From an optimization exercise on the open Yosys and OpenROAD flow, aimed at small area and a short achievable clock period; shortcuts taken in it are not production practice. Function was checked by simulation only, so behaviour that the tests miss may differ from the original.

==> job 5010: inputs <==
Design cpu_top, start of the top module:
module cpu_top(
    input wire clk,
    input wire rst_n,
    input wire [31:0] rData,
    input wire [31:0] inst,
    output wire [31:0] pc,
    output wire [31:0] display,
    output wire [31:0] addr,
    output wire [31:0] wData,
    output wire wen,
    output wire [31:0] rdata_19
);
clock: 8.5 ns
lec_check: 0
cap_margin: 20
core_margin: 2
core_utilization: 40
cts_cluster_diameter: 90
cts_cluster_size: 25
place_density: 0.5
setup_slack_margin: 4.7
slew_margin: 20
synth_hierarchical: 1
synth_minimum_keep_size: 0
run.sh (not shown) runs the stock make flow with config.mk's settings and CLKGATE_MAP_FILE= SYNTH_SCRIPT=/design/flow/synth_recipe.tcl, a recipe that flattens the netlist after the stock synthesis.
==> job 4253: changes against job 5010 <==
--- a/flow/design.v
+++ b/flow/design.v
@@ -116,23 +116,25 @@
     end else begin : g_sn
         assign s1[gi] = (rs1 == gi) & rvalid[gi];
         assign s2[gi] = (rs2 == gi) & rvalid[gi];
     end
 end endgenerate
-wire [31:0] rf_rd1, rf_rd2;
+wire [31:0] rf_rd1_n, rf_rd2_n;       
+wire [31:0] rf_rd1 = ~rf_rd1_n;
+wire [31:0] rf_rd2 = ~rf_rd2_n;
 genvar gb;
 generate for (gb = 0; gb < 32; gb = gb + 1) begin : g_rd
     wire [31:1] d;
     for (gi = 1; gi < 32; gi = gi + 1) begin : g_d
         if (gi == 19) begin : g_d19
             assign d[gi] = R19[gb];
         end else begin : g_dn
             assign d[gi] = R[gi][gb];
         end
     end
-    rf_bit u_rd1(.sel(s1), .d(d), .o(rf_rd1[gb]));
-    rf_bit u_rd2(.sel(s2), .d(d), .o(rf_rd2[gb]));
+    rf_bit u_rd1(.sel(s1), .d(d), .o_n(rf_rd1_n[gb]));
+    rf_bit u_rd2(.sel(s2), .d(d), .o_n(rf_rd2_n[gb]));
 end endgenerate
 always @(posedge clk or negedge rst_n)
     if (!rst_n) R19 <= 32'b0;
     else if (RF_we_WB && wR_WB == 5'd19) R19 <= RF_wd_WB;
 generate for (gi = 1; gi < 32; gi = gi + 1) begin : g_rf
@@ -304,28 +306,28 @@
 end
 endmodule
 module rf_bit(
     input  wire [31:1] sel,
     input  wire [31:1] d,
-    output wire        o
+    output wire        o_n
 );
 wire [10:0] g;
 genvar i;
 generate for (i = 0; i < 10; i = i + 1) begin : g_grp
     rf_aoi3 u_aoi(.s(sel[3*i+3:3*i+1]), .d(d[3*i+3:3*i+1]), .o(g[i]));
 end endgenerate
 assign g[10] = ~(sel[31] & d[31]);
-rf_nand11 u_nand(.x(g), .o(o));
+rf_and11 u_and(.x(g), .o(o_n));
 endmodule
 module rf_aoi3(
     input  wire [2:0] s,
     input  wire [2:0] d,
     output wire       o
 );
 assign o = ~|(s & d);
 endmodule
-module rf_nand11(
+module rf_and11(
     input  wire [10:0] x,
     output wire        o
 );
-assign o = ~&x;
+assign o = &x;
 endmodule
==> flow/flow/run.sh (new file) <==
#!/bin/bash
set -uo pipefail
export BUFFER_PORTS_ARGS="-buffer_cell sky130_fd_sc_hd__buf_1"
export CTS_ARGS="-sink_clustering_enable -repair_clock_nets -sink_clustering_size 25 -sink_clustering_max_diameter 90 -dont_use_dummy_load"
bash standard.sh > standard.log 2>&1
status=$?
echo "standard.sh exited with $status"
exit $status
==> flow/standard.sh (new file) <==
#!/bin/bash
# synth_recipe.tcl (not shown) runs the flow's synth.tcl, then flattens the netlist and writes it again
# the make line also repeats each setting of config.mk as NAME=value (left out here)
make -C /OpenROAD-flow-scripts/flow DESIGN_CONFIG=/design/flow/config.mk WORK_HOME=/design/flow/orfs CLKGATE_MAP_FILE= SYNTH_SCRIPT=/design/flow/synth_recipe.tcl "${@:-finish}"
SETUP_SLACK_MARGIN = 4.8   (was 4.7)
removed: flow/run.sh
==> job 6760: changes against job 5010 <==
--- a/flow/design.v
+++ b/flow/design.v
@@ -26,16 +26,13 @@
 reg         S_reg, S_c, S_slot, S_wb;
 reg         H_q, H_c, H_slot, H_wb;
 reg         op_sub, op_and, op_or, op_xor, op_sll, op_srl, op_sra;
 reg         RF_we_EX, Dram_we_EX, link_EX, load_EX;
 reg         br_EX, jmp_EX, brlt_EX, brinv_EX;
-reg  [7:0]  eqg_EX, ltg_EX;
-wire breq_EX = &eqg_EX;
-wire [3:0] eqh = {eqg_EX[7] & eqg_EX[6], eqg_EX[5] & eqg_EX[4], eqg_EX[3] & eqg_EX[2], eqg_EX[1] & eqg_EX[0]};
-wire [3:0] lth = {ltg_EX[7] | eqg_EX[7] & ltg_EX[6], ltg_EX[5] | eqg_EX[5] & ltg_EX[4],
-                  ltg_EX[3] | eqg_EX[3] & ltg_EX[2], ltg_EX[1] | eqg_EX[1] & ltg_EX[0]};
-wire brlt_v  = lth[3] | eqh[3] & (lth[2] | eqh[2] & (lth[1] | eqh[1] & lth[0]));
+reg  [31:0] rs1raw_EX;    
+wire breq_EX = (rs1raw_EX == sd_EX);
+wire brlt_v  = $signed(rs1raw_EX) < $signed(sd_EX);
 wire npc_op_EX = jmp_EX | br_EX & ((brlt_EX ? brlt_v : breq_EX) ^ brinv_EX);
 reg  [31:0] c_MEM;
 reg  [31:0] slot_MEM;
 reg  [4:0]  wR_MEM;
 reg         RF_we_MEM, Dram_we_MEM, link_MEM, load_MEM;
@@ -116,23 +113,25 @@
     end else begin : g_sn
         assign s1[gi] = (rs1 == gi) & rvalid[gi];
         assign s2[gi] = (rs2 == gi) & rvalid[gi];
     end
 end endgenerate
-wire [31:0] rf_rd1, rf_rd2;
+wire [31:0] rf_rd1_n, rf_rd2_n;       
+wire [31:0] rf_rd1 = ~rf_rd1_n;
+wire [31:0] rf_rd2 = ~rf_rd2_n;
 genvar gb;
 generate for (gb = 0; gb < 32; gb = gb + 1) begin : g_rd
     wire [31:1] d;
     for (gi = 1; gi < 32; gi = gi + 1) begin : g_d
         if (gi == 19) begin : g_d19
             assign d[gi] = R19[gb];
         end else begin : g_dn
             assign d[gi] = R[gi][gb];
         end
     end
-    rf_bit u_rd1(.sel(s1), .d(d), .o(rf_rd1[gb]));
-    rf_bit u_rd2(.sel(s2), .d(d), .o(rf_rd2[gb]));
+    rf_bit u_rd1(.sel(s1), .d(d), .o_n(rf_rd1_n[gb]));
+    rf_bit u_rd2(.sel(s2), .d(d), .o_n(rf_rd2_n[gb]));
 end endgenerate
 always @(posedge clk or negedge rst_n)
     if (!rst_n) R19 <= 32'b0;
     else if (RF_we_WB && wR_WB == 5'd19) R19 <= RF_wd_WB;
 generate for (gi = 1; gi < 32; gi = gi + 1) begin : g_rf
@@ -164,19 +163,10 @@
 wire rf_we  = isR | isI | isLW | isJALR | isLUI | isJAL;
 wire use1   = isR | isI | isLW | isJALR | isSW | isBR;
 wire use2   = isR | isSW | isBR;
 wire asel   = isR | isI | isLW | isJALR | isSW | isDEF;
 wire selImm = isI | isLW | isJALR | isSW | isBR | isJAL;
-wire [7:0] eqg_ID, ltg_ID;
-generate for (gi = 0; gi < 8; gi = gi + 1) begin : g_cmp
-    assign eqg_ID[gi] = rf_rd1[4*gi+3:4*gi] == rf_rd2[4*gi+3:4*gi];
-    if (gi == 7) begin : g_s
-        assign ltg_ID[gi] = $signed(rf_rd1[31:28]) < $signed(rf_rd2[31:28]);
-    end else begin : g_u
-        assign ltg_ID[gi] = rf_rd1[4*gi+3:4*gi] < rf_rd2[4*gi+3:4*gi];
-    end
-end endgenerate
 wire hE1 = RF_we_EX  & (wR_EX  == rs1) & (wR_EX  != 5'd0) & use1;
 wire hM1 = RF_we_MEM & (wR_MEM == rs1) & (wR_MEM != 5'd0) & use1;
 wire hW1 = RF_we_WB  & (wR_WB  == rs1) & (wR_WB  != 5'd0) & use1;
 wire hE2 = RF_we_EX  & (wR_EX  == rs2) & (wR_EX  != 5'd0) & use2;
 wire hM2 = RF_we_MEM & (wR_MEM == rs2) & (wR_MEM != 5'd0) & use2;
@@ -232,13 +222,12 @@
 always @(posedge clk) begin
     rD1_EX <= a_fw ? rd1_ID : pc_ID;
     bq_EX  <= selImm ? {{11{imm_ID[20]}}, imm_ID} :
               isLUI  ? {inst_ID[31:12], 12'b0} :
               d_sub  ? ~rd2_ID : rd2_ID;
-    sd_EX  <= (isJAL | isJALR) ? link_ID : rd2_ID;
-    eqg_EX <= eqg_ID;
-    ltg_EX <= ltg_ID;
+    sd_EX  <= (isJAL | isJALR) ? link_ID : (isBR ? rf_rd2 : rd2_ID);
+    rs1raw_EX <= rf_rd1;
     brlt_EX  <= f3[2];
     brinv_EX <= f3[0];
     wR_EX  <= inst_ID[11:7];
 end
 always @(posedge clk or negedge rst_n)
@@ -304,28 +293,28 @@
 end
 endmodule
 module rf_bit(
     input  wire [31:1] sel,
     input  wire [31:1] d,
-    output wire        o
+    output wire        o_n
 );
 wire [10:0] g;
 genvar i;
 generate for (i = 0; i < 10; i = i + 1) begin : g_grp
     rf_aoi3 u_aoi(.s(sel[3*i+3:3*i+1]), .d(d[3*i+3:3*i+1]), .o(g[i]));
 end endgenerate
 assign g[10] = ~(sel[31] & d[31]);
-rf_nand11 u_nand(.x(g), .o(o));
+rf_and11 u_and(.x(g), .o(o_n));
 endmodule
 module rf_aoi3(
     input  wire [2:0] s,
     input  wire [2:0] d,
     output wire       o
 );
 assign o = ~|(s & d);
 endmodule
-module rf_nand11(
+module rf_and11(
     input  wire [10:0] x,
     output wire        o
 );
-assign o = ~&x;
+assign o = &x;
 endmodule
==> flow/flow/run.sh (new file) <==
#!/bin/bash
set -uo pipefail
export BUFFER_PORTS_ARGS="-buffer_cell sky130_fd_sc_hd__buf_1"
export CTS_ARGS="-sink_clustering_enable -repair_clock_nets -sink_clustering_size 25 -sink_clustering_max_diameter 90 -dont_use_dummy_load"
bash standard.sh > standard.log 2>&1
status=$?
echo "standard.sh exited with $status"
exit $status
==> flow/standard.sh (new file) <==
#!/bin/bash
# synth_recipe.tcl (not shown) runs the flow's synth.tcl, then flattens the netlist and writes it again
# the make line also repeats each setting of config.mk as NAME=value (left out here)
make -C /OpenROAD-flow-scripts/flow DESIGN_CONFIG=/design/flow/config.mk WORK_HOME=/design/flow/orfs CLKGATE_MAP_FILE= SYNTH_SCRIPT=/design/flow/synth_recipe.tcl "${@:-finish}"
removed: flow/run.sh
==> flow_metrics.env <==
export IMPL_whs_ps=373
export IMPL_outcome="no timing/DRC/antenna violations"
export IMPL_drt_wl_total_um=311000
export IMPL_ctsResizeCount=384
export IMPL_grt_util_met2=0.529
export IMPL_path_buf_inv=3
export IMPL_synth_top_cell_area_share=0.473
export IMPL_powerClk_mw=4.28
export IMPL_synth_seq_cells=1350
export IMPL_routedWlPerCell_um=42.4
export IMPL_synth_xor_area_frac=0.0157
Source of the figures above: job 5010

==> flow_metrics.env <==
export IMPL_synth_xor_area_frac=0.0157
export IMPL_p_leak_nw=24.7
export IMPL_met3_length_um=36600
export IMPL_grt_util_met2=0.532
export IMPL_ctsResizeCount=176
export IMPL_cp_slowest_cell="dfrtp_2"
export IMPL_path_buf_inv=2
export IMPL_drt_wl_total_um=299000
export IMPL_layout_common_cells="edfxtp_1, a222oi_1, nand2_1"
export IMPL_synth_top_cell_area_share=0.473
export IMPL_synth_seq_area_share=0.599
export IMPL_max_freq_ghz=0.267
export IMPL_routedWlPerCell_um=40.9
export IMPL_outcome="no timing/DRC/antenna violations"
export IMPL_powerClk_mw=3.68
Source of the figures above: job 4253

==> flow_metrics.env <==
export IMPL_routedWlPerCell_um=40.9
export IMPL_outcome="no timing/DRC/antenna violations"
export IMPL_powerClk_mw=3.73
export IMPL_synth_top_cell_area_share=0.465
export IMPL_drt_wl_total_um=303000
export IMPL_whs_ps=343
export IMPL_synth_seq_cells=1366
export IMPL_ctsResizeCount=136
export IMPL_grt_util_met2=0.509
export IMPL_path_buf_inv=2
Source of the figures above: job 6760

## what the ideal ports hide
The results above use ideal ports. As a check the final layouts listed here were re-extracted and re-timed, cells and wires unchanged.
Step 1: set_driving_cell puts a clkbuf_16 on clk and a buf_2 on each other input, an assumption about the parent block.
Step 2 also shifts input and output timing later by t, the mid clock arrival at the registers, as if the neighbouring blocks saw the same clock.
a / b / c = ideal ports / drivers / drivers and shift; a / b = the first two.
run | t (ns) | slack for setup (ns) | worst setup path at the end | worst register clock-pin slew, ns | pins driven straight from the clock port
job 5010 | 0.798 | 4.583 / 4.583 / 4.583 | register to register | 0.11 / 0.11 | 1
job 4253 | 0.763 | 4.753 / 4.753 / 4.753 | register to register | 0.11 / 0.11 | 1
job 6760 | 0.784 | 4.525 / 4.525 / 4.525 | register to register | 0.11 / 0.11 | 1
After both steps setup and hold are still met in every run listed.
